From an optimization exercise on the open Yosys and OpenROAD flow, aimed at small area; shortcuts taken in it are not production practice.
At most, simulation tests tie the RTL to the original design; equivalence was not proved.
Only the layout flow was run in runs 1 and 4; the RTL was not checked for function there.
Power figures rest on the tool's default switching activity, not on a simulated workload.

[design.v]
module BlackJack(
	inclk0,
	i_Reset,
	i_Stay,
	i_Hit,
	o_Win,
	o_Lose,
	o_Tie,
	o_Hit_P,
	o_Hit_D,
	o_Stay_P,
	o_Stay_D,
	o_HitDeb,
	o_HitNE,
	o_StayDeb,
	o_StayNE,
	DealerHndDisplayD,
	DealerHndDisplayU,
	PlayerHndDisplayD,
	PlayerHndDisplayU
);
input wire	inclk0;
input wire	i_Reset;
input wire	i_Stay;
input wire	i_Hit;
output wire	o_Win;
output wire	o_Lose;
output wire	o_Tie;
output wire	o_Hit_P;
output wire	o_Hit_D;
output wire	o_Stay_P;
output wire	o_Stay_D;
output wire	o_HitDeb;
output wire	o_HitNE;
output wire	o_StayDeb;
output wire	o_StayNE;
output wire	[0:6] DealerHndDisplayD;
output wire	[0:6] DealerHndDisplayU;
output wire	[0:6] PlayerHndDisplayD;
output wire	[0:6] PlayerHndDisplayU;
wire clk = inclk0;
reg rs1, rs2, rd, hs1, hs2, hd, ss1, ss2, sd;
always @(posedge clk)
begin
    rs1 <= i_Reset; rs2 <= rs1; rd <= rs2;
    hs1 <= i_Hit;   hs2 <= hs1; hd <= hs2;
    ss1 <= i_Stay;  ss2 <= ss1; sd <= ss2;
end
wire ResetPE = rs2 & ~rd;
wire ResetNE = ~rs2 & rd;
wire ResetDeb = rs2;
wire HitPE = hs2 & ~hd;
wire StayPE = ss2 & ~sd;
assign o_HitDeb = hs2;
assign o_HitNE = ~hs2 & hd;
assign o_StayDeb = ss2;
assign o_StayNE = ~ss2 & sd;
localparam  Start           = 5'd0,
            ShuffleDeck     = 5'd1,
            PlayerWith1Card = 5'd2,
            D1_RstCardFSM   = 5'd3,
            DealerWith1Card = 5'd4,
            P_RstCardFSM    = 5'd5,
            PlayerWith2Card = 5'd6,
            D2_RstCardFSM   = 5'd7,
            DealerWith2Card = 5'd8,
            PlayerTurn      = 5'd9,
            DealerTurn      = 5'd10,
            PlayerHit       = 5'd11,
            DealerHit       = 5'd12,
            PlayerStay      = 5'd13,
            DealerStay      = 5'd14,
            CardToPlayer    = 5'd15,
            CardToDealer    = 5'd16,
            WinState        = 5'd17,
            TieState        = 5'd18,
            LoseState       = 5'd19,
            Measurement     = 5'd20,
            DealerBlackJack = 5'd21;
reg [4:0] st, nst;
reg hitP, first;
reg [2:0] PT, DT;
reg [3:0] PU, DU;
wire Shuffled;
wire CardOK;
wire TwoSec;
reg  RstOK;
wire P_le21 = (PT < 3'd2) | ((PT == 3'd2) & (PU <= 4'd1));
wire P_lt21 = (PT < 3'd2) | ((PT == 3'd2) & (PU == 4'd0));
wire P_eq21 = (PT == 3'd2) & (PU == 4'd1);
wire D_le16 = (DT == 3'd0) | ((DT == 3'd1) & (DU <= 4'd6));
wire D_le21 = (DT < 3'd2) | ((DT == 3'd2) & (DU <= 4'd1));
wire D_eq21 = (DT == 3'd2) & (DU == 4'd1);
wire PD_eq = (PT == DT) & (PU == DU);
wire PD_lt = (PT < DT) | ((PT == DT) & (PU < DU));
always @(posedge clk)
begin
    if (ResetPE)
    begin
        st <= Start;
        hitP <= 1'b0;
        first <= 1'b1;
    end
    else
    begin
        st <= nst;
        if (nst == DealerTurn)
            first <= 1'b0;
        if (nst == PlayerHit)
            hitP <= 1'b1;
    end
end
always @(*)
begin
    case (st)
        Start:           nst = ShuffleDeck;
        ShuffleDeck:     nst = Shuffled ? PlayerWith1Card : ShuffleDeck;
        PlayerWith1Card: nst = CardOK ? D1_RstCardFSM : PlayerWith1Card;
        D1_RstCardFSM:   nst = CardOK ? D1_RstCardFSM : DealerWith1Card;
        DealerWith1Card: nst = CardOK ? P_RstCardFSM : DealerWith1Card;
        P_RstCardFSM:    nst = CardOK ? P_RstCardFSM : PlayerWith2Card;
        PlayerWith2Card: nst = CardOK ? D2_RstCardFSM : PlayerWith2Card;
        D2_RstCardFSM:   nst = CardOK ? D2_RstCardFSM : DealerWith2Card;
        DealerWith2Card: nst = CardOK ? PlayerTurn : DealerWith2Card;
        PlayerTurn:
            if (!RstOK)      nst = PlayerTurn;
            else if (HitPE)  nst = CardToPlayer;
            else if (StayPE) nst = PlayerStay;
            else             nst = PlayerTurn;
        DealerTurn:
            if (!RstOK)      nst = DealerTurn;
            else if (D_le16) nst = CardToDealer;
            else             nst = DealerStay;
        PlayerHit:
            if (!TwoSec)     nst = PlayerHit;
            else if (P_le21) nst = PlayerTurn;
            else             nst = LoseState;
        DealerHit:
            if (!TwoSec)     nst = DealerHit;
            else if (D_le21) nst = DealerTurn;
            else             nst = WinState;
        PlayerStay:
            if (!TwoSec)     nst = PlayerStay;
            else if (!first) nst = Measurement;
            else if (D_eq21) nst = DealerBlackJack;
            else             nst = DealerTurn;
        DealerStay:
            if (!TwoSec)     nst = DealerStay;
            else if (hitP || P_lt21) nst = PlayerTurn;
            else if (P_eq21) nst = WinState;
            else             nst = DealerStay;
        CardToPlayer:    nst = CardOK ? PlayerHit : CardToPlayer;
        CardToDealer:    nst = CardOK ? DealerHit : CardToDealer;
        WinState:        nst = WinState;
        TieState:        nst = TieState;
        LoseState:       nst = LoseState;
        Measurement:
            if (PD_eq)       nst = TieState;
            else if (PD_lt)  nst = LoseState;
            else             nst = WinState;
        DealerBlackJack:
            if (hitP)        nst = LoseState;
            else if (PD_eq)  nst = TieState;
            else             nst = LoseState;
        default:         nst = Start;
    endcase
end
assign o_Win    = (st == WinState);
assign o_Lose   = (st == LoseState);
assign o_Tie    = (st == TieState);
assign o_Hit_P  = (st == PlayerHit);
assign o_Hit_D  = (st == DealerHit);
assign o_Stay_P = (st == PlayerStay);
assign o_Stay_D = (st == DealerStay);
wire ShowD = o_Win | o_Lose | o_Tie;
wire ActC = (o_Hit_P | o_Hit_D | o_Stay_P | o_Stay_D) & ~ResetPE;
wire RstC = ((st == PlayerTurn) | (st == DealerTurn)) & ~ResetPE;
wire Card2P = (st == PlayerWith1Card) | (st == PlayerWith2Card) | (st == CardToPlayer);
wire Card2D = (st == DealerWith1Card) | (st == DealerWith2Card) | (st == CardToDealer);
wire c_Start = (st == Start);
wire c_Shuffle = (st == ShuffleDeck);
reg [11:0] cnt;
always @(posedge clk)
begin
    if (ResetNE)
        begin cnt <= 12'd0; RstOK <= 1'b1; end
    else if (!ResetDeb)
        begin cnt <= cnt + 12'd1; RstOK <= 1'b0; end
    else if (RstC)
        begin cnt <= 12'd0; RstOK <= 1'b1; end
    else if (ActC && ~&cnt)
        begin cnt <= cnt + 12'd1; RstOK <= 1'b0; end
end
assign TwoSec = ActC & ~ResetNE & ~RstC & (&cnt);
localparam  A_Start          = 4'd0,
            A_Wait           = 4'd1,
            A_ReadMem        = 4'd2,
            A_Value2Dealer   = 4'd3,
            A_Value2Player   = 4'd4,
            A_DealerWithAce  = 4'd5,
            A_DealerWithFace = 4'd6,
            A_PlayerWithAce  = 4'd7,
            A_PlayerWithFace = 4'd8,
            A_PlusTenDealer  = 4'd9,
            A_PlusTenPlayer  = 4'd10,
            A_CardOK         = 4'd11;
reg [3:0] ca, nca;
reg [4:0] addr;           
reg AceD, AceP, FaceD, FaceP;
reg clsAce, clsFace;      
wire [3:0] card;          
always @(*)
begin
    case (ca)
        A_Start:          nca = A_Wait;
        A_Wait:           nca = (Card2D | Card2P) ? A_ReadMem : A_Wait;
        A_ReadMem:        nca = Card2D ? A_Value2Dealer : Card2P ? A_Value2Player : A_ReadMem;
        A_Value2Dealer:   nca = clsAce ? A_DealerWithAce : clsFace ? A_DealerWithFace : A_CardOK;
        A_Value2Player:   nca = clsAce ? A_PlayerWithAce : clsFace ? A_PlayerWithFace : A_CardOK;
        A_DealerWithAce:  nca = FaceD ? A_PlusTenDealer : A_CardOK;
        A_DealerWithFace: nca = AceD ? A_PlusTenDealer : A_CardOK;
        A_PlayerWithAce:  nca = FaceP ? A_PlusTenPlayer : A_CardOK;
        A_PlayerWithFace: nca = AceP ? A_PlusTenPlayer : A_CardOK;
        A_PlusTenDealer:  nca = A_CardOK;
        A_PlusTenPlayer:  nca = A_CardOK;
        A_CardOK:         nca = (Card2D | Card2P) ? A_CardOK : A_Wait;
        default:          nca = A_Start;
    endcase
end
assign CardOK = (ca == A_CardOK);
wire toD = (nca == A_Value2Dealer) | (nca == A_PlusTenDealer);
wire toP = (nca == A_Value2Player) | (nca == A_PlusTenPlayer);
wire plus10 = (nca == A_PlusTenDealer) | (nca == A_PlusTenPlayer) | (card >= 4'd9);
wire [2:0] hT = toD ? DT : PT;
wire [3:0] hU = toD ? DU : PU;
wire [4:0] us = {1'b0, hU} + {1'b0, card} + 5'd1;
wire ucar = (us >= 5'd10);
wire [3:0] nU = plus10 ? hU : (ucar ? us[3:0] - 4'd10 : us[3:0]);
wire [2:0] nT = hT + {2'b0, plus10 | ucar};
always @(posedge clk)
begin
    clsAce <= (card == 4'd0);
    clsFace <= (card >= 4'd10);
    if (ResetPE)
    begin
        ca <= A_Start;
        addr <= 5'd0;
        DT <= 3'd0; DU <= 4'd0; PT <= 3'd0; PU <= 4'd0;
        AceD <= 1'b0; AceP <= 1'b0; FaceD <= 1'b0; FaceP <= 1'b0;
    end
    else
    begin
        ca <= nca;
        if ((nca == A_Value2Dealer) | (nca == A_Value2Player))
            addr <= addr + 5'd1;
        if (toD) begin DT <= nT; DU <= nU; end
        if (toP) begin PT <= nT; PU <= nU; end
        if (nca == A_DealerWithAce)  AceD <= 1'b1;
        if (nca == A_DealerWithFace) FaceD <= 1'b1;
        if (nca == A_PlayerWithAce)  AceP <= 1'b1;
        if (nca == A_PlayerWithFace) FaceP <= 1'b1;
    end
end
function [0:6] seg7(input [3:0] d);
    seg7 = (d == 4'd0) ? 7'b0000001 :
           (d == 4'd1) ? 7'b1001111 :
           (d == 4'd2) ? 7'b0010010 :
           (d == 4'd3) ? 7'b0000110 :
           (d == 4'd4) ? 7'b1001100 :
           (d == 4'd5) ? 7'b0100100 :
           (d == 4'd6) ? 7'b0100000 :
           (d == 4'd7) ? 7'b0001111 :
           (d == 4'd8) ? 7'b0000000 : 7'b0000100;
endfunction
reg [0:6] sPT, sPU, sDT, sDU;
always @(*)
begin
    sPT = seg7({1'b0, PT});
    sPU = seg7(PU);
    sDT = seg7({1'b0, DT});
    sDU = seg7(DU);
end
wire PErr = PT[2] & (PU != 4'd0);      
wire DErr = DT[2] & (DU != 4'd0);
assign PlayerHndDisplayD = PErr ? 7'b0110000 : sPT;
assign PlayerHndDisplayU = PErr ? 7'b0110000 : sPU;
assign DealerHndDisplayD = !ShowD ? 7'b1111111 : DErr ? 7'b0110000 : sDT;
assign DealerHndDisplayU = !ShowD ? 7'b1111111 : DErr ? 7'b0110000 : sDU;
wire active = c_Start | c_Shuffle;
reg [11:0] seed;
reg signed [10:0] E;
reg wmode;
reg tr_run;
reg [2:0] round;           
reg [5:0] tr_i;
reg tr_A;
reg skipI;
reg [5:0] pos0, pos1, pos2;
reg [3:0] R0, R1, R2, R3, R4, R47, R48, R49, R50, R51;
reg [3:0] C5;
wire early = active & ResetNE & (E >= 11'sd52);
wire isA = wmode & (tr_i <= 6'd2) & ~tr_A;
wire stepB = tr_run & (tr_i != 6'd63) & ~isA;
wire signed [10:0] Ec = isA ? E : E + 11'sd3;
wire [11:0] c_tr = (wmode & ~Ec[10]) ? {1'b0, Ec} : seed;
assign Shuffled = wmode ? (E == -11'sd523) : (E == -11'sd8);
reg fwd;
reg [5:0] i_fwd;
always @(*)
begin
    fwd = ~wmode & c_Shuffle;
    case (E)
        11'sd40: i_fwd = 6'd47;
        11'sd29: i_fwd = 6'd48;
        11'sd18: i_fwd = 6'd49;
        11'sd7:  i_fwd = 6'd50;
        -11'sd4: i_fwd = 6'd51;
        default: begin i_fwd = 6'd51; fwd = 1'b0; end
    endcase
end
wire [5:0] na_i = fwd ? i_fwd : tr_i;
wire [11:0] c = fwd ? cnt : c_tr;    
reg [5:0] na_s;
always @(*)
begin
    case (na_i)
            6'd0: na_s = {c[0], c[1], c[2], c[3], c[4], c[5]};
            6'd1: na_s = {c[1], c[2], c[6], c[7], c[8], c[9]};
            6'd2: na_s = {c[0], c[3], c[4], c[5], c[6], c[10]};
            6'd3: na_s = {c[1], c[2], c[3], c[4], c[7], c[8]};
            6'd4: na_s = {c[0], c[3], c[5], c[6], c[9], c[10]};
            6'd5: na_s = {c[1], c[2], c[3], c[4], c[5], c[7]};
            6'd6: na_s = {c[0], c[3], c[6], c[8], c[9], c[10]};
            6'd7: na_s = {c[1], c[2], c[3], c[4], c[5], c[6]};
            6'd8: na_s = {c[0], c[3], c[7], c[8], c[9], c[10]};
            6'd9: na_s = {c[1], c[2], c[3], c[4], c[5], c[11]};
            6'd10: na_s = {c[0], c[3], c[6], c[7], c[8], c[9]};
            6'd11: na_s = {c[1], c[2], c[3], c[4], c[5], c[10]};
            6'd12: na_s = {c[0], c[3], c[6], c[7], c[8], c[11]};
            6'd13: na_s = {c[1], c[2], c[3], c[4], c[5], c[9]};
            6'd14: na_s = {c[0], c[3], c[6], c[7], c[8], c[10]};
            6'd15: na_s = {c[1], c[2], c[3], c[4], c[6], c[9]};
            6'd16: na_s = {c[0], c[3], c[5], c[7], c[8], c[10]};
            6'd17: na_s = {c[1], c[2], c[3], c[4], c[6], c[11]};
            6'd18: na_s = {c[0], c[3], c[5], c[7], c[8], c[9]};
            6'd19: na_s = {c[1], c[2], c[3], c[4], c[6], c[10]};
            6'd20: na_s = {c[0], c[3], c[5], c[7], c[8], c[11]};
            6'd21: na_s = {c[1], c[2], c[3], c[4], c[9], c[10]};
            6'd22: na_s = {c[0], c[3], c[5], c[6], c[7], c[8]};
            6'd23: na_s = {c[1], c[2], c[3], c[4], c[9], c[11]};
            6'd24: na_s = {c[0], c[3], c[5], c[6], c[7], c[10]};
            6'd25: na_s = {c[1], c[2], c[3], c[4], c[5], c[8]};
            6'd26: na_s = {c[0], c[3], c[6], c[7], c[9], c[10]};
            6'd27: na_s = {c[1], c[2], c[3], c[4], c[6], c[8]};
            6'd28: na_s = {c[0], c[3], c[5], c[7], c[9], c[10]};
            6'd29: na_s = {c[1], c[2], c[3], c[4], c[8], c[11]};
            6'd30: na_s = {c[0], c[3], c[5], c[6], c[7], c[9]};
            6'd31: na_s = {c[1], c[2], c[3], c[4], c[8], c[10]};
            6'd32: na_s = {c[0], c[3], c[5], c[6], c[7], c[11]};
            6'd33: na_s = {c[1], c[2], c[3], c[4], c[8], c[9]};
            6'd34: na_s = {c[0], c[3], c[5], c[6], c[10], c[11]};
            6'd35: na_s = {c[1], c[2], c[3], c[4], c[7], c[9]};
            6'd36: na_s = {c[0], c[3], c[5], c[6], c[8], c[10]};
            6'd37: na_s = {c[1], c[2], c[3], c[4], c[7], c[11]};
            6'd38: na_s = {c[0], c[3], c[5], c[6], c[8], c[9]};
            6'd39: na_s = {c[1], c[2], c[3], c[4], c[7], c[10]};
            6'd40: na_s = {c[0], c[3], c[5], c[6], c[8], c[11]};
            6'd41: na_s = {c[1], c[2], c[3], c[5], c[7], c[9]};
            6'd42: na_s = {c[0], c[3], c[4], c[6], c[8], c[10]};
            6'd43: na_s = {c[1], c[2], c[3], c[5], c[7], c[11]};
            6'd44: na_s = {c[0], c[3], c[4], c[6], c[8], c[9]};
            6'd45: na_s = {c[1], c[2], c[3], c[4], c[10], c[11]};
            6'd46: na_s = {c[0], c[5], c[6], c[7], c[8], c[9]};
            6'd47: na_s = {c[1], c[2], c[3], c[4], c[6], c[7]};
            6'd48: na_s = {c[0], c[3], c[5], c[8], c[9], c[10]};
            6'd49: na_s = {c[1], c[2], c[3], c[5], c[6], c[7]};
            6'd50: na_s = {c[0], c[3], c[4], c[8], c[9], c[10]};
            6'd51: na_s = {c[1], c[2], c[3], c[5], c[6], c[11]};
        default: na_s = 6'd0;
    endcase
end
wire [5:0] na_t = na_i + na_s;
wire [5:0] j = (na_t >= 6'd52) ? na_t - 6'd52 : na_t;
function [3:0] mod13(input [5:0] p);
    mod13 = (p >= 6'd39) ? p - 6'd39 : (p >= 6'd26) ? p - 6'd26 : (p >= 6'd13) ? p - 6'd13 : p;
endfunction
function [5:0] stepP(input [5:0] p, input skip);
    stepP = skip ? p : (p == tr_i) ? j : (p == j) ? tr_i : p;
endfunction
reg [5:0] p0n, p1n, p2n;
always @(*)
    case (round)
        3'd0:    begin p0n = 6'd3;  p1n = 6'd4;  p2n = 6'd47; end
        3'd1:    begin p0n = 6'd48; p1n = 6'd49; p2n = 6'd50; end
        default: begin p0n = 6'd51; p1n = 6'd51; p2n = 6'd51; end
    endcase
reg [3:0] fsrc;
always @(*)
    case (E)
        11'sd40: fsrc = R47;
        11'sd29: fsrc = R48;
        11'sd18: fsrc = R49;
        11'sd7:  fsrc = R50;
        default: fsrc = R51;
    endcase
wire [3:0] m0 = mod13(pos0), m1 = mod13(pos1), m2 = mod13(pos2);
wire wb = tr_run & (tr_i == 6'd63);
always @(posedge clk)
begin
    if (ResetPE)
        E <= 11'sd565;
    else if (tr_run & wmode)
        begin if (stepB) E <= E - 11'sd11; end
    else if (active & ~early)
        E <= E - 11'sd1;
    if (ResetPE)
        seed <= cnt;
    if (ResetPE | early)
    begin
        tr_run <= 1'b1; wmode <= early; round <= early ? 3'd4 : 3'd0;
        tr_i <= early ? 6'd51 : 6'd46;
        tr_A <= 1'b0; skipI <= 1'b0;
        pos0 <= 6'd0; pos1 <= 6'd1; pos2 <= 6'd2;
    end
    else if (tr_run)
    begin
        if (wb)
        begin
            if (round <= 3'd2)
            begin
                round <= round + 3'd1; tr_i <= 6'd46;
                pos0 <= p0n; pos1 <= p1n; pos2 <= p2n;
            end
            else
                tr_run <= 1'b0;
        end
        else if (isA)
        begin
            tr_A <= 1'b1;
            case (tr_i[1:0])
                2'd0:    if (pos0 == 6'd0) begin pos0 <= j; skipI <= 1'b1; end
                2'd1:    if (pos1 == 6'd1) begin pos1 <= j; skipI <= 1'b1; end
                default: if (pos2 == 6'd2) begin pos2 <= j; skipI <= 1'b1; end
            endcase
        end
        else
        begin
            pos0 <= stepP(pos0, skipI & (tr_i == 6'd0));
            pos1 <= stepP(pos1, skipI & (tr_i == 6'd1));
            pos2 <= stepP(pos2, skipI & (tr_i == 6'd2));
            tr_i <= tr_i - 6'd1;
            tr_A <= 1'b0; skipI <= 1'b0;
        end
    end
    else if (!active)
    begin
        tr_run <= 1'b1; wmode <= 1'b0; round <= 3'd5; tr_i <= 6'd51;
        tr_A <= 1'b0; skipI <= 1'b0;
        pos0 <= {1'b0, addr};
    end
    if (wb & ((round == 3'd0) | (round == 3'd4))) begin R0 <= m0; R1 <= m1; R2 <= m2; end
    if (wb & (round == 3'd1)) begin R3 <= m0; R4 <= m1; R47 <= m2; end
    if (wb & (round == 3'd2)) begin R48 <= m0; R49 <= m1; R50 <= m2; end
    if (wb & (round == 3'd3)) R51 <= m0;
    if (wb & (round == 3'd5)) C5 <= m0;
    if (fwd & (j != i_fwd))
    begin
        case (j)
            6'd0:  R0  <= fsrc;
            6'd1:  R1  <= fsrc;
            6'd2:  R2  <= fsrc;
            6'd3:  R3  <= fsrc;
            6'd4:  R4  <= fsrc;
            6'd48: R48 <= fsrc;
            6'd49: R49 <= fsrc;
            6'd50: R50 <= fsrc;
            6'd51: R51 <= fsrc;
            default: ;
        endcase
    end
end
reg [3:0] cardr;
always @(*)
    case (addr)
        5'd0: cardr = R0;
        5'd1: cardr = R1;
        5'd2: cardr = R2;
        5'd3: cardr = R3;
        5'd4: cardr = R4;
        default: cardr = C5;
    endcase
assign card = cardr;
endmodule
[config.mk]
export PLATFORM = sky130hd
export DESIGN_NAME = BlackJack
export DESIGN_NICKNAME = BlackJack
export VERILOG_FILES = /design/flow/design.v
export SDC_FILE = /design/flow/constraint.sdc
export NUM_CORES = 4
export LEC_CHECK = 0
export ABC_AREA = 1
export CAP_MARGIN = 20
export CORE_MARGIN = 2
export CORE_UTILIZATION = 40
export PLACE_DENSITY = 0.6
export SLEW_MARGIN = 20
[run.sh]
#!/bin/bash
# synth_recipe.tcl (not shown) runs the flow's synth.tcl, then flattens the netlist and writes it again
# the make line also repeats each setting of config.mk as NAME=value (left out here)
make -C /OpenROAD-flow-scripts/flow DESIGN_CONFIG=/design/flow/config.mk WORK_HOME=/design/flow/orfs CLKGATE_MAP_FILE= SYNTH_SCRIPT=/design/flow/synth_recipe.tcl finish
[constraint.sdc]
create_clock -name core_clock -period 10.0 [get_ports {inclk0}]
set_input_delay 2.0000 -clock core_clock [delete_from_list [all_inputs] [get_ports {inclk0}]]
set_output_delay 2.0000 -clock core_clock [all_outputs]
set_load 0.01 [all_outputs]
==> flow_summary.toml, run 1 <==
[status]
status = "no timing/DRC/antenna violations"

[logic_synthesis]
synth_nets = 2237
async_flop_share_pct = 0
avgSynthCellArea_um2 = 6.31
synth_cell_types = 68
netlist_instances = 2167
ys_ff_latch = 156
syn_area_um2 = 13700
yosysWarningCount = 1
synthTopCellsByArea = "dfxtp_1 18%, nand2_1 14%, inv_1 8.0%, nor2_1 7.3%, edfxtp_1 6.6%"
synth-seq-area-share_pct = 25.0
yosysTopAreaCell = "dfxtp_1"
synthFlopType = "dfxtp_1"
synth_top_area_share_pct = 18.4
synth-edff-count = 30

[critical_path]
r2r_start = "tr_i[0]$_DFFE_PP_"
crit_required_ns = 10.35
crit_slowest_cell = "fa_1"
endpoint_kind = "flip-flop"
crit_arrival_ns = 7.52
crit_fanout = 18
rr_worst_depth = 31
start_kind = "flip-flop"
slowest_delay_ns = 0.71
crit_type = "reg -> reg"
r2r_end = "pos0[4]$_SDFFE_PP0P_"
cp_common_cell = "nand2_1"
rrSetupSlack_ns = 2.84

[sta]
fmax_ghz = 0.140
finalHoldViolCount = 0
setup_tns_ns = 0
fin_worst_skew_ns = 0.0184
setup_viol = 0
tightest_slew_ns = 0.995
fin_ws_ns = 2.84
finalCriticalPeriod_ns = 7.16
slew_headroom_pct = 32.6
rsz0062_at_grt = "no"
fin_crit_sh_pct = 71.6
slew_viol_final = 0

[die]
die_h_um = 189
row_count = 67
core_area_um2 = 33600
die-area_um2 = 35700
ios = 43
die_x_um = 189
start_util_pct = 40.7

[route]
route.detailed.drc = 0
viasPerCell = 5.54
wl_mm = 45.4
dr.pass1.iters = 6
dr_total_vias = 14700
wire_per_inst_um = 17.1
drtAntennaViolNets = 0
drt_iter0_drc = 1449

[pwr]
internal-power_uw = 2550
p_leak_uw = 0.00724
clkPwrFrac_pct = 10.9
p_sw_uw = 3410
p_sw_share_pct = 57.2
power_density_nw_per_um2 = 398
pwr-share-comb_pct = 71.4
peakVddDrop_mv = 0.323
seq_power_share_pct = 17.6

[global_routing]
grt_antenna_before_repair = 0
grt_overflow = 0
grtUsageTotal_pct = 25.2
grt_max_degree = 36
grt_pass1_vias = 13700
grt_pass1_wl_mm = 72.3

[hold_path]
hold_path_depth = 0
worstHoldEndpoint = "rs2$_DFF_P_"
holdCritStartpoint = "rs1$_DFF_P_"
hold_path_class = "reg -> reg"

[placed_design]
hpwl_mm = 35.2
io_buffers = 42
gp_congestion = 1.00
dp_slack_ns = 3.02
placed_area_um2 = 14400

[clock_network]
clk_latency_ns = 0.46
cts_tree = "built"
cts_root_buf = "clkbuf_16"
cts_setup_buffers = 0
clkSlewWorstSetupHoldPaths_ns = 0.07
htree_levels = 4
clock-sinks = 156
cts-hold-fix-buffers = 0
ctsResizeCount = 0
cts_buffers = 17
clockBufferDepth = 2

[finish]
final_nets = 2256
n_antenna_cell = 0
area_growth_pct = 9.52
drive_gt1_share_pct = 7.32
post-route-util_pct = 44.6
final_common_cell = "nand2_1"
mostFrequentLayoutCells = "509 x nand2_1, 292 x inv_1, 265 x nor2_1, 162 x o21ai_0, 147 x nand3_1"
design_area_um2 = 15000

[job]
maxCapViolations = 0
==> state kept, by name, indices dropped and copies added, names as in the netlist, 5 cells and up <==
name and flops:
E 11, pos2 6, cnt 12, seed 12, addr 5, pos0 6
pos1 6, tr_i 6, st 5
==> synthesized netlist by cell type (3+ instances only) <==
| cell | n |
|---|---|
| a2111oi_0 | 6 |
| inv_2 | 23 |
| xnor2_1 | 8 |
| buf_4 | 6 |
| nand4_1 | 40 |
| nor2_2 | 9 |
| dlygate4sd1_1 | 3 |
| a31oi_1 | 17 |
| dfxtp_1 | 126 |
| clkinv_2 | 3 |
| xor2_1 | 27 |
| nor3_1 | 56 |
| a221oi_1 | 5 |
| o31ai_1 | 9 |
| a211o_1 | 3 |
| nand3_1 | 147 |
| nor2_1 | 266 |
| o21ai_0 | 162 |
| inv_1 | 292 |
| edfxtp_1 | 30 |
| nand3b_1 | 4 |
| and3_1 | 3 |
| nor2_4 | 9 |
| ha_1 | 63 |
| nand3_2 | 14 |
| nor4_1 | 15 |
| o2111ai_1 | 10 |
| buf_6 | 10 |
| o22ai_1 | 23 |
| buf_2 | 7 |
| o21ai_2 | 3 |
| nand2_1 | 509 |
| clkinv_1 | 4 |
| fa_1 | 3 |
| o21ai_1 | 8 |
| nand2_2 | 31 |
| a21oi_1 | 92 |
| a211oi_1 | 9 |
| nor2_8 | 4 |
| o211ai_1 | 36 |
| nand2_4 | 13 |
| o41ai_1 | 3 |
| clkbuf_1 | 22 |
| o311ai_0 | 4 |
==> worst max path at each step <==
stage	startpoint	to	slack, ns	cells past startpoint
floorplan	E[0]$_SDFFE_PP1P_	pos0[5]$_SDFFE_PP0P_	4.95	37
global placement	tr_i[0]$_DFFE_PP_	pos0[1]$_SDFFE_PP0P_	2.92	31
detailed placement	tr_i[0]$_DFFE_PP_	pos0[4]$_SDFFE_PP0P_	3.02	31
CTS	tr_i[0]$_DFFE_PP_	pos0[4]$_SDFFE_PP0P_	2.97	31
global route	tr_i[0]$_DFFE_PP_	pos0[2]$_SDFFE_PP0P_	2.23	31
finish	tr_i[0]$_DFFE_PP_	pos0[4]$_SDFFE_PP0P_	2.84	31
==> layout make-up <==
type	instances	area [um2]
timing repair buffer	48	465
sequential	156	3420
clock inverter	13	120
inverter	324	1230
clock buffer	19	443
fill	3568	18600
tap	448	561
multi-input combinational	1639	8740
==> power groups by stage <==
stage | combinational (uW) | clock [uW] | sequential, uW
after global routing | 4730 | 684 | 1070
final | 4260 | 652 | 1050
after global placement | 4150 | 0 | 1060
after floorplan | 3200 | 0 | 952
after detailed placement | 4190 | 0 | 1060
after CTS | 4210 | 662 | 1050
==> metrics by stage <==
step                      power, uW  cells  hold WS (ns)
after detailed placement       5240   2615         0.319
after global routing           6490   2647         0.337
after CTS                      5920   2647         0.335
after floorplan                4150   2167         0.310
final                          5960   2647         0.334
after global placement         5210   2615         0.312
==> routing by layer <==
layer / vias up / track usage [%] / wire length, um
li1: 7235 / - / -
met1: 6707 / 33.1 / 19800
met5: - / 0 / 0
met2: 619 / 42.2 / 21100
met3: 106 / 3.37 / 3080
met4: 0 / 9.44 / 1360
==> critical path, delay by kind of cell, from the launching register on <==
kind | cells | cell delay [ns]
AOI/OAI and AO/OA | 6 | 1.39
adders and majority gates | 2 | 1.09
buffers and inverters | 3 | 0.96
DFF | 1 | 0.65
and+or+nand+nor | 20 | 2.96
==> logic make-up (layout without fill, tap and decap cells) <==
group           count (synthesis)  after routing  synth area share, %
mux                             1              1               0.0732
compound gates                407            407                 17.7
buf+inv                       372            404                 11.2
fa+ha+maj                      66             66                 6.20
xor+xnor                       35             35                 2.24
simple gates                 1130           1130                 37.6
flops                         156            156                 25.0
==> run 2: changes to the inputs <==
--- a/design.v
+++ b/design.v
@@ -210,4 +210,6 @@
 reg clsAce, clsFace;      
 wire [3:0] card;          
+wire deal = (ca == A_ReadMem) & (Card2D | Card2P);    
+wire [4:0] addr_inc = addr + 5'd1;
 always @(*)
 begin
@@ -252,6 +254,6 @@
     begin
         ca <= nca;
-        if ((nca == A_Value2Dealer) | (nca == A_Value2Player))
-            addr <= addr + 5'd1;
+        if (deal)
+            addr <= addr_inc;
         if (toD) begin DT <= nT; DU <= nU; end
         if (toP) begin PT <= nT; PU <= nU; end
@@ -297,6 +299,5 @@
 reg skipI;
 reg [5:0] pos0, pos1, pos2;
-reg [3:0] R0, R1, R2, R3, R4, R47, R48, R49, R50, R51;
-reg [3:0] C5;
+reg [3:0] R0, R1, R2, R47, R48, R49, R50, R51;
 wire early = active & ResetNE & (E >= 11'sd52);
 wire isA = wmode & (tr_i <= 6'd2) & ~tr_A;
@@ -391,7 +392,7 @@
 always @(*)
     case (round)
-        3'd0:    begin p0n = 6'd3;  p1n = 6'd4;  p2n = 6'd47; end
-        3'd1:    begin p0n = 6'd48; p1n = 6'd49; p2n = 6'd50; end
-        default: begin p0n = 6'd51; p1n = 6'd51; p2n = 6'd51; end
+        3'd0:    begin p0n = 6'd47; p1n = 6'd48; p2n = 6'd49; end
+        3'd1:    begin p0n = 6'd50; p1n = 6'd51; p2n = 6'd51; end
+        default: begin p0n = 6'd0;  p1n = 6'd3;  p2n = 6'd4;  end
     endcase
 reg [3:0] fsrc;
@@ -423,4 +424,10 @@
         pos0 <= 6'd0; pos1 <= 6'd1; pos2 <= 6'd2;
     end
+    else if (~active & deal)
+    begin
+        tr_run <= 1'b1; wmode <= 1'b0; round <= 3'd5; tr_i <= 6'd51;
+        tr_A <= 1'b0; skipI <= 1'b0;
+        pos0 <= {1'b0, addr_inc};
+    end
     else if (tr_run)
     begin
@@ -429,5 +436,5 @@
             if (round <= 3'd2)
             begin
-                round <= round + 3'd1; tr_i <= 6'd46;
+                round <= round + 3'd1; tr_i <= (round == 3'd2) ? 6'd51 : 6'd46;
                 pos0 <= p0n; pos1 <= p1n; pos2 <= p2n;
             end
@@ -447,21 +454,16 @@
         begin
             pos0 <= stepP(pos0, skipI & (tr_i == 6'd0));
-            pos1 <= stepP(pos1, skipI & (tr_i == 6'd1));
-            pos2 <= stepP(pos2, skipI & (tr_i == 6'd2));
+            if (round != 3'd5)
+            begin
+                pos1 <= stepP(pos1, skipI & (tr_i == 6'd1));
+                pos2 <= stepP(pos2, skipI & (tr_i == 6'd2));
+            end
             tr_i <= tr_i - 6'd1;
             tr_A <= 1'b0; skipI <= 1'b0;
         end
     end
-    else if (!active)
-    begin
-        tr_run <= 1'b1; wmode <= 1'b0; round <= 3'd5; tr_i <= 6'd51;
-        tr_A <= 1'b0; skipI <= 1'b0;
-        pos0 <= {1'b0, addr};
-    end
     if (wb & ((round == 3'd0) | (round == 3'd4))) begin R0 <= m0; R1 <= m1; R2 <= m2; end
-    if (wb & (round == 3'd1)) begin R3 <= m0; R4 <= m1; R47 <= m2; end
-    if (wb & (round == 3'd2)) begin R48 <= m0; R49 <= m1; R50 <= m2; end
-    if (wb & (round == 3'd3)) R51 <= m0;
-    if (wb & (round == 3'd5)) C5 <= m0;
+    if (wb & (round == 3'd1)) begin R47 <= m0; R48 <= m1; R49 <= m2; end
+    if (wb & (round == 3'd2)) begin R50 <= m0; R51 <= m1; end
     if (fwd & (j != i_fwd))
     begin
@@ -470,6 +472,4 @@
             6'd1:  R1  <= fsrc;
             6'd2:  R2  <= fsrc;
-            6'd3:  R3  <= fsrc;
-            6'd4:  R4  <= fsrc;
             6'd48: R48 <= fsrc;
             6'd49: R49 <= fsrc;
@@ -486,7 +486,7 @@
         5'd1: cardr = R1;
         5'd2: cardr = R2;
-        5'd3: cardr = R3;
-        5'd4: cardr = R4;
-        default: cardr = C5;
+        5'd3: cardr = m1;
+        5'd4: cardr = m2;
+        default: cardr = m0;
     endcase
 assign card = cardr;
==> flow_summary.toml, run 2 <==
[finish]
drive_gt1_share_pct = 7.04
mostFrequentLayoutCells = "510 x nand2_1, 286 x inv_1, 264 x nor2_1, 162 x o21ai_0, 154 x nand3_1"
final_common_cell = "nand2_1"
multi_input_area_um2 = 8730
final_nets = 2231
reg_top3 = "cnt x12, seed x12, E x11"
n_fill_cell = 3554
n_antenna_cell = 0
area_growth_pct = 9.95
finalNonFillerCells = 2622
final-seq-area_um2 = 3140

[logic_synthesis]
synthTopCellsByArea = "dfxtp_1 18%, nand2_1 14%, inv_1 8.0%, nor2_1 7.4%, o21ai_0 6.1%"
synth_top_area_share_pct = 17.6
netlist_instances = 2158
synthFlopType = "dfxtp_1"
yosysWarningCount = 1
yosys-top-cells-count = "510 x nand2_1, 286 x inv_1, 265 x nor2_1"
ys_ff_latch = 144
syn_area_um2 = 13400
synth-edff-count = 26
avgSynthCellArea_um2 = 6.21
yosys.cell_count.top_type = "nand2_1"
async_flop_share_pct = 0
synth_cell_types = 60
synth-seq-area-share_pct = 23.5
yosysTopAreaCell = "dfxtp_1"
synth_nets = 2228

[critical_path]
rrSetupSlack_ns = 2.72
crit_slowest_cell = "fa_1"
endpoint_kind = "flip-flop"
crit_fanout = 17
crit_required_ns = 10.37
cp_top_family = "simple AND/OR/NAND/NOR gates"
start_kind = "flip-flop"
crit_arrival_ns = 7.65
cp_common_cell = "nand2_1"
crit_type = "reg -> reg"
slowest_delay_ns = 0.88
critPathBufInv = 5

[placed_design]
gp_congestion = 0.974
io_buffers = 42
dp_slack_ns = 2.88
hpwl_mm = 34.6
dp_cells = 2590

[die]
die_h_um = 187
ios = 43
row_count = 67
start_util_pct = 40.3
core_area_um2 = 33300
die-area_um2 = 35000
die_x_um = 187

[clock_network]
cts-hold-fix-buffers = 0
cts_buffers = 17
clkSlewWorstSetupHoldPaths_ns = 0.06
cts_tree = "built"
clockBufferDepth = 2
ctsResizeCount = 0
cts_root_buf = "clkbuf_16"
clock-sinks = 144
clk_latency_ns = 0.43
cts_setup_buffers = 0
htree_levels = 4

[route]
dr_total_vias = 14500
drt_iter0_drc = 1432
wire_per_inst_um = 17.0
wl_mm = 44.7
drtAntennaViolNets = 0
dr.pass1.iters = 6
viasPerCell = 5.53
route.detailed.drc = 0

[sta]
fmax_ghz = 0.137
rsz0062_at_grt = "no"
slew_viol_final = 0
fin_worst_skew_ns = 0.00929
setup_tns_ns = 0
finalCriticalPeriod_ns = 7.28
slew_headroom_pct = 30.7
finalHoldViolCount = 0
tightest_slew_ns = 1.03
fin_crit_sh_pct = 72.8
setup_viol = 0
fin_ws_ns = 2.72

[global_routing]
grt_overflow = 0
grt_antenna_before_repair = 0
grt_pass1_wl_mm = 71.6
grt_max_degree = 37
grt_pass1_vias = 13500
grtUsageTotal_pct = 25.2

[pwr]
fin_total_pwr_uw = 5730
peakVddDrop_mv = 0.473
power_density_nw_per_um2 = 389
p_leak_uw = 0.00703

[hold_path]
hold_path_class = "reg -> reg"

[job]
maxCapViolations = 0

[status]
status = "no timing/DRC/antenna violations"
run 2: layer usage:
metal	part of all wire [%]	GRT usage [%]	wire, um
met1	45	33.8	20100
met2	46	41.1	20400
met3	6.0	3.25	2680
met4	3.4	9.95	1500
met5	0	0	0
run 2: cell families after synthesis:
kind of cell / count (synthesis) / share of synthesized area [%]
flops: 144 / 23.5
compound gates: 406 / 18.1
fa+ha+maj: 66 / 6.33
mux: 1 / 0.0747
simple gates: 1125 / 38.0
buf+inv: 376 / 11.4
xor+xnor: 40 / 2.61
run 2: through the flow:
stage	hold slack [ns]	area (um2)	util (%)
floorplan	0.310	13400	-
global placement	0.315	14100	42.3
detailed placement	0.314	14100	42.3
CTS	0.326	14700	44.3
global route	0.338	14700	44.3
finish	0.325	14700	44.3
run 2: worst paths after layout:
kind                          start              to  depth (start not counted)
setup / recovery  tr_i[0]$_DFFE_PP_  R51[1]$_DFF_P_                         32
hold / removal          hs1$_DFF_P_     hs2$_DFF_P_                          0
setup reg to reg  tr_i[0]$_DFFE_PP_  R51[1]$_DFF_P_                         32
hold reg to reg         hs1$_DFF_P_     hs2$_DFF_P_                          0
run 2: layout make-up:
class | instances | area share (%)
clock buffer | 25 | 3.73
clock inverter | 7 | 0.790
inverter | 314 | 8.02
multi-input combinational | 1638 | 59.3
sequential | 144 | 21.3
tap | 448 | 3.80
timing repair buffer | 46 | 3.06
run 2: report_power, final:
part	switching [uW]	internal [uW]	leakage, uW
clock	258	457	0.000321
combinational	2770	1280	0.00549
sequential	210	755	0.00122
==> run 3: changes to the inputs <==
==> flow/run.sh (new file) <==
#!/bin/bash
# Own flow: the standard layout, except that the combinational logic of the
# standard synthesis is mapped again with a stronger ABC script for area.
# The registers of the standard synthesis (names and cell types) are kept
# as they are: they are black boxes while ABC runs.
set -uo pipefail
W=$(pwd)
R=$W/orfs/results/$FLOW_PLATFORM/BlackJack/base
LIB=$FLOW_HOME/platforms/sky130hd/lib/sky130_fd_sc_hd__tt_025C_1v80.lib
YOSYS=$FLOW_HOME/../tools/install/yosys/bin/yosys
[ -x "$YOSYS" ] || YOSYS=yosys

# 1. standard synthesis
bash standard.sh synth > $W/log_1_standard_synth.txt 2>&1 || exit 1
cp -p $R/1_2_yosys.v $W/std_1_2_yosys.v

# 2. map the combinational logic again
DONT_USE="sky130_fd_sc_hd__lpflow_bleeder_1 sky130_fd_sc_hd__lpflow_clkbufkapwr_1 sky130_fd_sc_hd__lpflow_clkbufkapwr_16 sky130_fd_sc_hd__lpflow_clkbufkapwr_2 sky130_fd_sc_hd__lpflow_clkbufkapwr_4 sky130_fd_sc_hd__lpflow_clkbufkapwr_8 sky130_fd_sc_hd__lpflow_clkinvkapwr_1 sky130_fd_sc_hd__lpflow_clkinvkapwr_16 sky130_fd_sc_hd__lpflow_clkinvkapwr_2 sky130_fd_sc_hd__lpflow_clkinvkapwr_4 sky130_fd_sc_hd__lpflow_clkinvkapwr_8 sky130_fd_sc_hd__lpflow_decapkapwr_12 sky130_fd_sc_hd__lpflow_decapkapwr_3 sky130_fd_sc_hd__lpflow_decapkapwr_4 sky130_fd_sc_hd__lpflow_decapkapwr_6 sky130_fd_sc_hd__lpflow_decapkapwr_8 sky130_fd_sc_hd__lpflow_inputiso0n_1 sky130_fd_sc_hd__lpflow_inputiso0p_1 sky130_fd_sc_hd__lpflow_inputiso1n_1 sky130_fd_sc_hd__lpflow_inputiso1p_1 sky130_fd_sc_hd__lpflow_inputisolatch_1 sky130_fd_sc_hd__lpflow_isobufsrc_1 sky130_fd_sc_hd__lpflow_isobufsrc_16 sky130_fd_sc_hd__lpflow_isobufsrc_2 sky130_fd_sc_hd__lpflow_isobufsrc_4 sky130_fd_sc_hd__lpflow_isobufsrc_8 sky130_fd_sc_hd__lpflow_isobufsrckapwr_16 sky130_fd_sc_hd__lpflow_lsbuf_lh_hl_isowell_tap_1 sky130_fd_sc_hd__lpflow_lsbuf_lh_hl_isowell_tap_2 sky130_fd_sc_hd__lpflow_lsbuf_lh_hl_isowell_tap_4 sky130_fd_sc_hd__lpflow_lsbuf_lh_isowell_4 sky130_fd_sc_hd__lpflow_lsbuf_lh_isowell_tap_1 sky130_fd_sc_hd__lpflow_lsbuf_lh_isowell_tap_2 sky130_fd_sc_hd__lpflow_lsbuf_lh_isowell_tap_4 sky130_fd_sc_hd__probe_p_8 sky130_fd_sc_hd__probec_p_8 "
DU=""
for c in $DONT_USE; do DU="$DU -dont_use $c"; done
cat > $W/remap.abc <<'EOT'
strash; &get -n; &deepsyn -T 20; &put; &get -n; &dch -f; &nf -R 1000; &put
EOT
cat > $W/remap.ys <<EOT
read_liberty -ignore_miss_func $LIB
read_verilog $W/std_1_2_yosys.v
hierarchy -top $FLOW_TOP
setattr -mod -set blackbox 1 sky130_fd_sc_hd__dfxtp_1 sky130_fd_sc_hd__edfxtp_1 sky130_fd_sc_hd__dfrtp_1 sky130_fd_sc_hd__dfstp_1
flatten
opt -purge
abc -liberty $LIB $DU -script $W/remap.abc
opt_clean -purge
insbuf -buf sky130_fd_sc_hd__buf_4 A X
hilomap -singleton -hicell sky130_fd_sc_hd__conb_1 HI -locell sky130_fd_sc_hd__conb_1 LO
stat -liberty $LIB
write_verilog -noattr -nohex -nodec $W/remap_1_2_yosys.v
EOT
ok=0
if $YOSYS -l $W/log_2_remap.txt $W/remap.ys > /dev/null 2>&1; then
  # the registers must be the same instances with the same cell types
  grep -oE '^ *sky130_fd_sc_hd__[a-z0-9]*dfx?[a-z]*_[0-9]+ +[^ ]+' $W/std_1_2_yosys.v | sed 's/^ *//' | sort > $W/regs_std.txt
  grep -oE '^ *sky130_fd_sc_hd__[a-z0-9]*dfx?[a-z]*_[0-9]+ +[^ ]+' $W/remap_1_2_yosys.v | sed 's/^ *//' | sort > $W/regs_remap.txt
  if [ -s $W/regs_std.txt ] && cmp -s $W/regs_std.txt $W/regs_remap.txt; then ok=1; fi
fi
echo "remap used: $ok" | tee $W/log_2_remap_result.txt
if [ $ok = 1 ]; then
  cp $W/remap_1_2_yosys.v $R/1_2_yosys.v
  rm -f $R/1_synth.odb $R/1_synth.sdc
fi

# 3. the rest of the standard layout
bash standard.sh > $W/log_3_standard_layout.txt 2>&1
==> standard.sh (new file) <==
#!/bin/bash
# synth_recipe.tcl (not shown) runs the flow's synth.tcl, then flattens the netlist and writes it again
# the make line also repeats each setting of config.mk as NAME=value (left out here)
make -C /OpenROAD-flow-scripts/flow DESIGN_CONFIG=/design/flow/config.mk WORK_HOME=/design/flow/orfs CLKGATE_MAP_FILE= SYNTH_SCRIPT=/design/flow/synth_recipe.tcl "${@:-finish}"
removed: run.sh
==> flow_summary.toml, run 3 <==
[die]
row_count = 57
ios = 43
core_area_um2 = 24200
start_util_pct = 40.5
die-area_um2 = 25800
die_x_um = 161
die_h_um = 161

[critical_path]
endpoint_kind = "flip-flop"
rrSetupSlack_ns = 0.89
cp_top_family = "simple AND/OR/NAND/NOR gates"
crit_fanout = 18
critPathBufInv = 0
crit_type = "reg -> reg"
crit_required_ns = 10.36
crit_arrival_ns = 9.46
rr_worst_depth = 30
r2r_start = "E[6]$_SDFFE_PP0P_"
r2r_end = "pos1[4]$_SDFFE_PP0P_"
crit_slowest_cell = "a2111oi_0"
start_kind = "flip-flop"
cp_common_cell = "nand2_1"
slowest_delay_ns = 0.72

[sta]
slew_headroom_pct = 36.4
fin_ws_ns = 0.893
slew_viol_final = 0
fin_worst_skew_ns = 0.0123
setup_viol = 0
setup_tns_ns = 0
fmax_ghz = 0.110
rsz0062_at_grt = "no"
tightest_slew_ns = 0.945
fin_crit_sh_pct = 91.1
finalHoldViolCount = 0
finalCriticalPeriod_ns = 9.11

[clock_network]
clock-sinks = 144
clockBufferDepth = 2
clkSlewWorstSetupHoldPaths_ns = 0.07
cts_buffers = 17
cts_tree = "built"
htree_levels = 4
cts-hold-fix-buffers = 0
cts_root_buf = "clkbuf_16"
clk_latency_ns = 0.43

[finish]
reg_top3 = "cnt x12, seed x12, E x11"
mostFrequentLayoutCells = "179 x nor2_1, 178 x nand2_1, 118 x dfxtp_1, 108 x a21oi_1, 108 x o21ai_0"
final_nets = 1436
final_common_cell = "nor2_1"
area_growth_pct = 16.5
n_antenna_cell = 0
drive_gt1_share_pct = 4.08

[global_routing]
grt_pass1_wl_mm = 53.3
grt_overflow = 0
grt_antenna_before_repair = 0
grtUsageTotal_pct = 25.3
grt_max_degree = 38
grt_pass1_vias = 10100

[logic_synthesis]
netlist_instances = 1347
yosysWarningCount = 1
avgSynthCellArea_um2 = 7.30
syn_area_um2 = 9830
synth_nets = 1351

[hold_path]
worstHoldEndpoint = "rs2$_DFF_P_"
hold_path_depth = 0
hold_path_class = "reg -> reg"
holdCritStartpoint = "rs1$_DFF_P_"

[placed_design]
io_buffers = 42
hpwl_mm = 24.3
gp_congestion = 0.981
dp_slack_ns = 0.552

[route]
drtAntennaViolNets = 0
drt_iter0_drc = 1318
dr.pass1.iters = 8
wl_mm = 33.1
route.detailed.drc = 0
viasPerCell = 6.19
wire_per_inst_um = 18.7
dr_total_vias = 10900

[pwr]
fin_total_pwr_uw = 3950
p_leak_uw = 0.00404
peakVddDrop_mv = 0.202
power_density_nw_per_um2 = 345

[job]
maxCapViolations = 0

[status]
status = "no timing/DRC/antenna violations"
## run 3: per-layer routing
layer	part of all wire, %	up-vias	wire, um	GRT usage [%]
met5	0	-	0	0
met4	2.9	0	967	8.93
met3	6.3	95	2080	3.54
met2	45	448	15000	40.5
met1	46	5138	15000	34.9
li1	-	5264	-	-
## run 3: final cells by class
class / count / area (um2)
clock buffer: 18 / 429
tap: 324 / 405
inverter: 48 / 180
clock inverter: 14 / 170
sequential: 144 / 3140
timing repair buffer: 66 / 601
fill: 2487 / 12800
multi-input combinational: 1155 / 6530
## run 3: repair_timing
action                                 CTS  global route
endpoints found under the hold margin    0             0
resized for setup                        0             4
buffers inserted                         0             0
setup endpoints to repair                0             6
## run 3: how the worst max path moves through the flow
stage,depth (start not counted),endpoint,from,slack [ns]
2_1_floorplan,27,pos1[5]$_SDFFE_PP0P_,E[2]$_SDFFE_PP1P_,2.52
3_3_place_gp,28,pos1[5]$_SDFFE_PP0P_,E[8]$_SDFFE_PP0P_,0.82
3_5_place_dp,27,pos1[4]$_SDFFE_PP0P_,E[6]$_SDFFE_PP0P_,0.55
4_1_cts,27,pos1[5]$_SDFFE_PP0P_,E[6]$_SDFFE_PP0P_,0.46
5_1_grt,27,pos1[4]$_SDFFE_PP0P_,E[6]$_SDFFE_PP0P_,0.06
6_report,30,pos1[4]$_SDFFE_PP0P_,E[6]$_SDFFE_PP0P_,0.89
## run 3: where the power goes
group          internal (uW)  total [uW]  leakage [uW]  switching (uW)
Clock                    377         662      0.000295             285
Sequential               756         992       0.00123             236
Combinational            825        2300       0.00252            1470
Total                   1960        3950       0.00404            1990
## run 3: worst reg2reg max path, delay by kind of cell (launching register included)
family,cells,cell delay [ns]
xor+xnor,2,0.95
compound gates,7,1.61
fa+ha+maj,3,1.24
flops,1,0.39
simple gates,18,4.86
## run 3: per-stage QoR
stage / hold slack, ns / instance area (um2) / instances / utilization (%)
floorplan: 0.310 / 9830 / 1347 / -
global placement: 0.311 / 10800 / 1737 / 44.7
detailed placement: 0.315 / 10800 / 1737 / 44.7
CTS: 0.326 / 11400 / 1769 / 47.2
global route: 0.327 / 11500 / 1769 / 47.2
finish: 0.327 / 11500 / 1769 / 47.2
==> run 4: changes to the inputs <==
--- a/design.v
+++ b/design.v
@@ -193,58 +193,54 @@
 end
 assign TwoSec = ActC & ~ResetNE & ~RstC & (&cnt);
-localparam  A_Start          = 4'd0,
-            A_Wait           = 4'd1,
-            A_ReadMem        = 4'd2,
-            A_Value2Dealer   = 4'd3,
-            A_Value2Player   = 4'd4,
-            A_DealerWithAce  = 4'd5,
-            A_DealerWithFace = 4'd6,
-            A_PlayerWithAce  = 4'd7,
-            A_PlayerWithFace = 4'd8,
-            A_PlusTenDealer  = 4'd9,
-            A_PlusTenPlayer  = 4'd10,
-            A_CardOK         = 4'd11;
-reg [3:0] ca, nca;
+localparam  A_Wait    = 3'd0,
+            A_ReadMem = 3'd1,
+            A_Value2  = 3'd2,
+            A_Class   = 3'd3,
+            A_PlusTen = 3'd4,
+            A_CardOK  = 3'd5;
+reg [2:0] ca, nca;
 reg [4:0] addr;           
 reg AceD, AceP, FaceD, FaceP;
 reg clsAce, clsFace;      
 wire [3:0] card;          
-wire deal = (ca == A_ReadMem) & (Card2D | Card2P);    
+wire Card2 = Card2D | Card2P;
+wire deal = (ca == A_ReadMem) & Card2;    
 wire [4:0] addr_inc = addr + 5'd1;
+wire AceW = Card2D ? AceD : AceP;
+wire FaceW = Card2D ? FaceD : FaceP;
 always @(*)
 begin
     case (ca)
-        A_Start:          nca = A_Wait;
-        A_Wait:           nca = (Card2D | Card2P) ? A_ReadMem : A_Wait;
-        A_ReadMem:        nca = Card2D ? A_Value2Dealer : Card2P ? A_Value2Player : A_ReadMem;
-        A_Value2Dealer:   nca = clsAce ? A_DealerWithAce : clsFace ? A_DealerWithFace : A_CardOK;
-        A_Value2Player:   nca = clsAce ? A_PlayerWithAce : clsFace ? A_PlayerWithFace : A_CardOK;
-        A_DealerWithAce:  nca = FaceD ? A_PlusTenDealer : A_CardOK;
-        A_DealerWithFace: nca = AceD ? A_PlusTenDealer : A_CardOK;
-        A_PlayerWithAce:  nca = FaceP ? A_PlusTenPlayer : A_CardOK;
-        A_PlayerWithFace: nca = AceP ? A_PlusTenPlayer : A_CardOK;
-        A_PlusTenDealer:  nca = A_CardOK;
-        A_PlusTenPlayer:  nca = A_CardOK;
-        A_CardOK:         nca = (Card2D | Card2P) ? A_CardOK : A_Wait;
-        default:          nca = A_Start;
+        A_Wait:    nca = Card2 ? A_ReadMem : A_Wait;
+        A_ReadMem: nca = Card2 ? A_Value2 : A_ReadMem;
+        A_Value2:  nca = (clsAce | clsFace) ? A_Class : A_CardOK;
+        A_Class:   nca = ((clsAce & FaceW) | (clsFace & AceW)) ? A_PlusTen : A_CardOK;
+        A_PlusTen: nca = A_CardOK;
+        A_CardOK:  nca = Card2 ? A_CardOK : A_Wait;
+        default:   nca = A_Wait;
     endcase
 end
 assign CardOK = (ca == A_CardOK);
-wire toD = (nca == A_Value2Dealer) | (nca == A_PlusTenDealer);
-wire toP = (nca == A_Value2Player) | (nca == A_PlusTenPlayer);
-wire plus10 = (nca == A_PlusTenDealer) | (nca == A_PlusTenPlayer) | (card >= 4'd9);
-wire [2:0] hT = toD ? DT : PT;
-wire [3:0] hU = toD ? DU : PU;
+wire addv = deal | (nca == A_PlusTen);
+wire toD = addv & Card2D;
+wire toP = addv & Card2P;
+wire plus10 = (ca == A_Class) | (card >= 4'd9);
+wire [2:0] hT = Card2D ? DT : PT;
+wire [3:0] hU = Card2D ? DU : PU;
 wire [4:0] us = {1'b0, hU} + {1'b0, card} + 5'd1;
 wire ucar = (us >= 5'd10);
 wire [3:0] nU = plus10 ? hU : (ucar ? us[3:0] - 4'd10 : us[3:0]);
 wire [2:0] nT = hT + {2'b0, plus10 | ucar};
+wire setcls = (ca == A_Value2);
 always @(posedge clk)
 begin
-    clsAce <= (card == 4'd0);
-    clsFace <= (card >= 4'd10);
+    if (ca == A_ReadMem)
+    begin
+        clsAce <= (card == 4'd0);
+        clsFace <= (card >= 4'd10);
+    end
     if (ResetPE)
     begin
-        ca <= A_Start;
+        ca <= A_Wait;
         addr <= 5'd0;
         DT <= 3'd0; DU <= 4'd0; PT <= 3'd0; PU <= 4'd0;
@@ -258,8 +254,8 @@
         if (toD) begin DT <= nT; DU <= nU; end
         if (toP) begin PT <= nT; PU <= nU; end
-        if (nca == A_DealerWithAce)  AceD <= 1'b1;
-        if (nca == A_DealerWithFace) FaceD <= 1'b1;
-        if (nca == A_PlayerWithAce)  AceP <= 1'b1;
-        if (nca == A_PlayerWithFace) FaceP <= 1'b1;
+        if (setcls & Card2D & clsAce)  AceD <= 1'b1;
+        if (setcls & Card2D & clsFace) FaceD <= 1'b1;
+        if (setcls & Card2P & clsAce)  AceP <= 1'b1;
+        if (setcls & Card2P & clsFace) FaceP <= 1'b1;
     end
 end
@@ -291,5 +287,5 @@
 wire active = c_Start | c_Shuffle;
 reg [11:0] seed;
-reg signed [10:0] E;
+reg signed [10:0] F;
 reg wmode;
 reg tr_run;
@@ -300,10 +296,9 @@
 reg [5:0] pos0, pos1, pos2;
 reg [3:0] R0, R1, R2, R47, R48, R49, R50, R51;
-wire early = active & ResetNE & (E >= 11'sd52);
+wire early = active & ResetNE & (F >= 11'sd55);
 wire isA = wmode & (tr_i <= 6'd2) & ~tr_A;
 wire stepB = tr_run & (tr_i != 6'd63) & ~isA;
-wire signed [10:0] Ec = isA ? E : E + 11'sd3;
-wire [11:0] c_tr = (wmode & ~Ec[10]) ? {1'b0, Ec} : seed;
-assign Shuffled = wmode ? (E == -11'sd523) : (E == -11'sd8);
+wire [11:0] c_tr = (wmode & ~F[10]) ? {1'b0, F} : seed;
+assign Shuffled = wmode ? (F == -11'sd520) : (F == -11'sd5);
 reg fwd;
 reg [5:0] i_fwd;
@@ -311,10 +306,10 @@
 begin
     fwd = ~wmode & c_Shuffle;
-    case (E)
-        11'sd40: i_fwd = 6'd47;
-        11'sd29: i_fwd = 6'd48;
-        11'sd18: i_fwd = 6'd49;
-        11'sd7:  i_fwd = 6'd50;
-        -11'sd4: i_fwd = 6'd51;
+    case (F)
+        11'sd43: i_fwd = 6'd47;
+        11'sd32: i_fwd = 6'd48;
+        11'sd21: i_fwd = 6'd49;
+        11'sd10: i_fwd = 6'd50;
+        -11'sd1: i_fwd = 6'd51;
         default: begin i_fwd = 6'd51; fwd = 1'b0; end
     endcase
@@ -398,9 +393,9 @@
 reg [3:0] fsrc;
 always @(*)
-    case (E)
-        11'sd40: fsrc = R47;
-        11'sd29: fsrc = R48;
-        11'sd18: fsrc = R49;
-        11'sd7:  fsrc = R50;
+    case (F)
+        11'sd43: fsrc = R47;
+        11'sd32: fsrc = R48;
+        11'sd21: fsrc = R49;
+        11'sd10: fsrc = R50;
         default: fsrc = R51;
     endcase
@@ -410,9 +405,14 @@
 begin
     if (ResetPE)
-        E <= 11'sd565;
+        F <= 11'sd568;
     else if (tr_run & wmode)
-        begin if (stepB) E <= E - 11'sd11; end
+    begin
+        if (isA)
+            F <= F + 11'sd3;
+        else if (stepB)
+            F <= F - (((tr_i != 6'd0) & (tr_i <= 6'd3)) ? 11'sd14 : 11'sd11);
+    end
     else if (active & ~early)
-        E <= E - 11'sd1;
+        F <= F - 11'sd1;
     if (ResetPE)
         seed <= cnt;
--- a/config.mk
+++ b/config.mk
@@ -10,4 +10,5 @@
 export CORE_MARGIN = 2
 export CORE_UTILIZATION = 40
+export CTS_BUF_LIST = sky130_fd_sc_hd__clkbuf_4 sky130_fd_sc_hd__clkbuf_8
 export PLACE_DENSITY = 0.6
 export SLEW_MARGIN = 20
==> flow_summary.toml, run 4 <==
[clock_network]
htree_levels = 4
clock-sinks = 143
cts_tree = "built"
clockBufferDepth = 2
clk_latency_ns = 0.46
ctsResizeCount = 0
cts_setup_buffers = 0
clkSlewWorstSetupHoldPaths_ns = 0.10
cts_root_buf = "clkbuf_8"
cts_buffers = 17
cts-hold-fix-buffers = 0

[sta]
slew_viol_final = 0
fin_hold_ws_ns = 0.320
rsz0062_at_grt = "no"
fin_worst_skew_ns = 0.0199
tightest_slew_ns = 0.979
setup_tns_ns = 0
setup_viol = 0
fmax_ghz = 0.110
slew_headroom_pct = 34.4
fin_ws_ns = 0.869
fin_crit_sh_pct = 91.3
finalCriticalPeriod_ns = 9.13
finalHoldViolCount = 0

[global_routing]
grt_overflow = 0
grt_pass1_vias = 9971
grt_antenna_before_repair = 0
grtUsageTotal_pct = 26.2
grt_max_degree = 33
grt_pass1_wl_mm = 53.9

[finish]
final_nets = 1394
n_antenna_cell = 0
mostFrequentLayoutCells = "203 x nand2_1, 162 x nor2_1, 120 x o21ai_0, 115 x dfxtp_1, 109 x a21oi_1"
drive_gt1_share_pct = 4.06
area_growth_pct = 14.2
final_common_cell = "nand2_1"
reg_top3 = "cnt x12, seed x12, F x11"

[route]
viasPerCell = 6.21
wl_mm = 33.7
drtAntennaViolNets = 0
drt_iter0_drc = 1257
route.detailed.drc = 0
wire_per_inst_um = 19.5
dr_total_vias = 10700
dr.pass1.iters = 5

[die]
row_count = 56
ios = 43
die_h_um = 159
core_area_um2 = 23500
start_util_pct = 40.8
die-area_um2 = 25200
die_x_um = 159

[placed_design]
gp_congestion = 1.02
dp_slack_ns = 0.996
io_buffers = 42
hpwl_mm = 25.0

[pwr]
pwr-share-comb_pct = 55.5
p_leak_uw = 0.00398
seq_power_share_pct = 30.0
internal-power_uw = 1550
power_density_nw_per_um2 = 287
p_sw_uw = 1590
clkPwrFrac_pct = 14.4
peakVddDrop_mv = 0.205
fin_total_pwr_uw = 3140
p_sw_share_pct = 50.7

[logic_synthesis]
yosysWarningCount = 1
syn_area_um2 = 9590
avgSynthCellArea_um2 = 7.33
netlist_instances = 1307
synth_nets = 1311

[critical_path]
crit_slowest_cell = "nor4_1"
crit_required_ns = 10.33
slowest_delay_ns = 0.68
crit_type = "reg -> reg"
crit_fanout = 15
endpoint_kind = "flip-flop"
crit_arrival_ns = 9.46
rr_worst_depth = 30
start_kind = "flip-flop"

[job]
maxCapViolations = 0

[hold_path]
hold_path_class = "reg -> reg"
hold_path_depth = 0

[status]
status = "no timing/DRC/antenna violations"
[run 4: power groups by stage]
stage	Combinational (uW)	Sequential, uW	Clock [uW]
finish	1740	942	453
detailed placement	1700	945	0
floorplan	1170	865	0
global placement	1700	950	0
global route	1910	961	478
CTS	1710	933	460
[run 4: layout make-up]
class,instances,area [um2]
timing repair buffer,64,586
multi-input combinational,1116,6280
fill,2395,12500
tap,319,399
clock inverter,12,108
sequential,143,3140
clock buffer,20,256
inverter,48,180
[run 4: path summary, 6_finish.rpt]
| path | endpoint | startpoint | slack, ns |
|---|---|---|---|
| hold reg to reg | ss2$_DFF_P_ | ss1$_DFF_P_ | 0.32 |
| setup / recovery | pos2[5]$_SDFFE_PP0P_ | F[9]$_SDFFE_PP1P_ | 0.87 |
| setup reg to reg | pos2[5]$_SDFFE_PP0P_ | F[9]$_SDFFE_PP1P_ | 0.87 |
| hold / removal | ss2$_DFF_P_ | ss1$_DFF_P_ | 0.32 |
[run 4: per-layer routing]
layer  vias to the layer above  wire, um  track usage (%)
met5                         -         0                0
met4                         0      1270             10.9
met3                       109      2610             4.86
met2                       543     15500             43.6
met1                      4938     14200             33.4
li1                       5096         -                -
[run 4: metrics by stage]
step,instances,util [%],cell area (um2)
after floorplan,1307,-,9590
after global placement,1690,45.1,10600
after detailed placement,1690,45.1,10600
after CTS,1722,46.6,10900
after global routing,1722,46.7,11000
final,1722,46.7,11000
[run 4: critical path: cells and delay by family (launching register included)]
kind                       cells  cell delay, ns
DFF                            1            0.37
buffers and inverters          1            0.22
AOI/OAI and AO/OA             12            3.63
adders and majority gates      2            0.82
xor gates and xnor gates       3            0.54
and+or+nand+nor               12            3.40

[what the ideal ports hide]
The results above use ideal ports. As a check the final layouts listed here were re-extracted and re-timed, cells and wires unchanged. Step 1 (the two cells are an assumption about what drives the block):
set clk [get_ports {inclk0}]
set_driving_cell -lib_cell sky130_fd_sc_hd__clkbuf_16 $clk
set_driving_cell -lib_cell sky130_fd_sc_hd__buf_2 [delete_from_list [all_inputs] $clk]
Step 2, shift: input delay + t, output delay - t, t = (earliest + latest rising clock arrival at the registers) / 2. This alone moves slack from input paths to output paths. a / b / c = ideal ports / drivers / drivers and shift; a / b = the first two.
run | shift t [ns] | slack for setup (ns) | hold WS [ns] | worst setup path after step 2
run 1 | 0.502 | 2.835 / 2.835 / 2.835 | 0.334 / 0.334 / 0.334 | register to register
run 2 | 0.482 | 2.720 / 2.720 / 2.720 | 0.325 / 0.325 / 0.325 | register to register
run 3 | 0.474 | 0.893 / 0.893 / 0.893 | 0.327 / 0.327 / 0.327 | register to register
run 4 | 0.499 | 0.869 / 0.869 / 0.869 | 0.320 / 0.320 / 0.320 | register to register
After both steps every run listed still meets setup and hold.
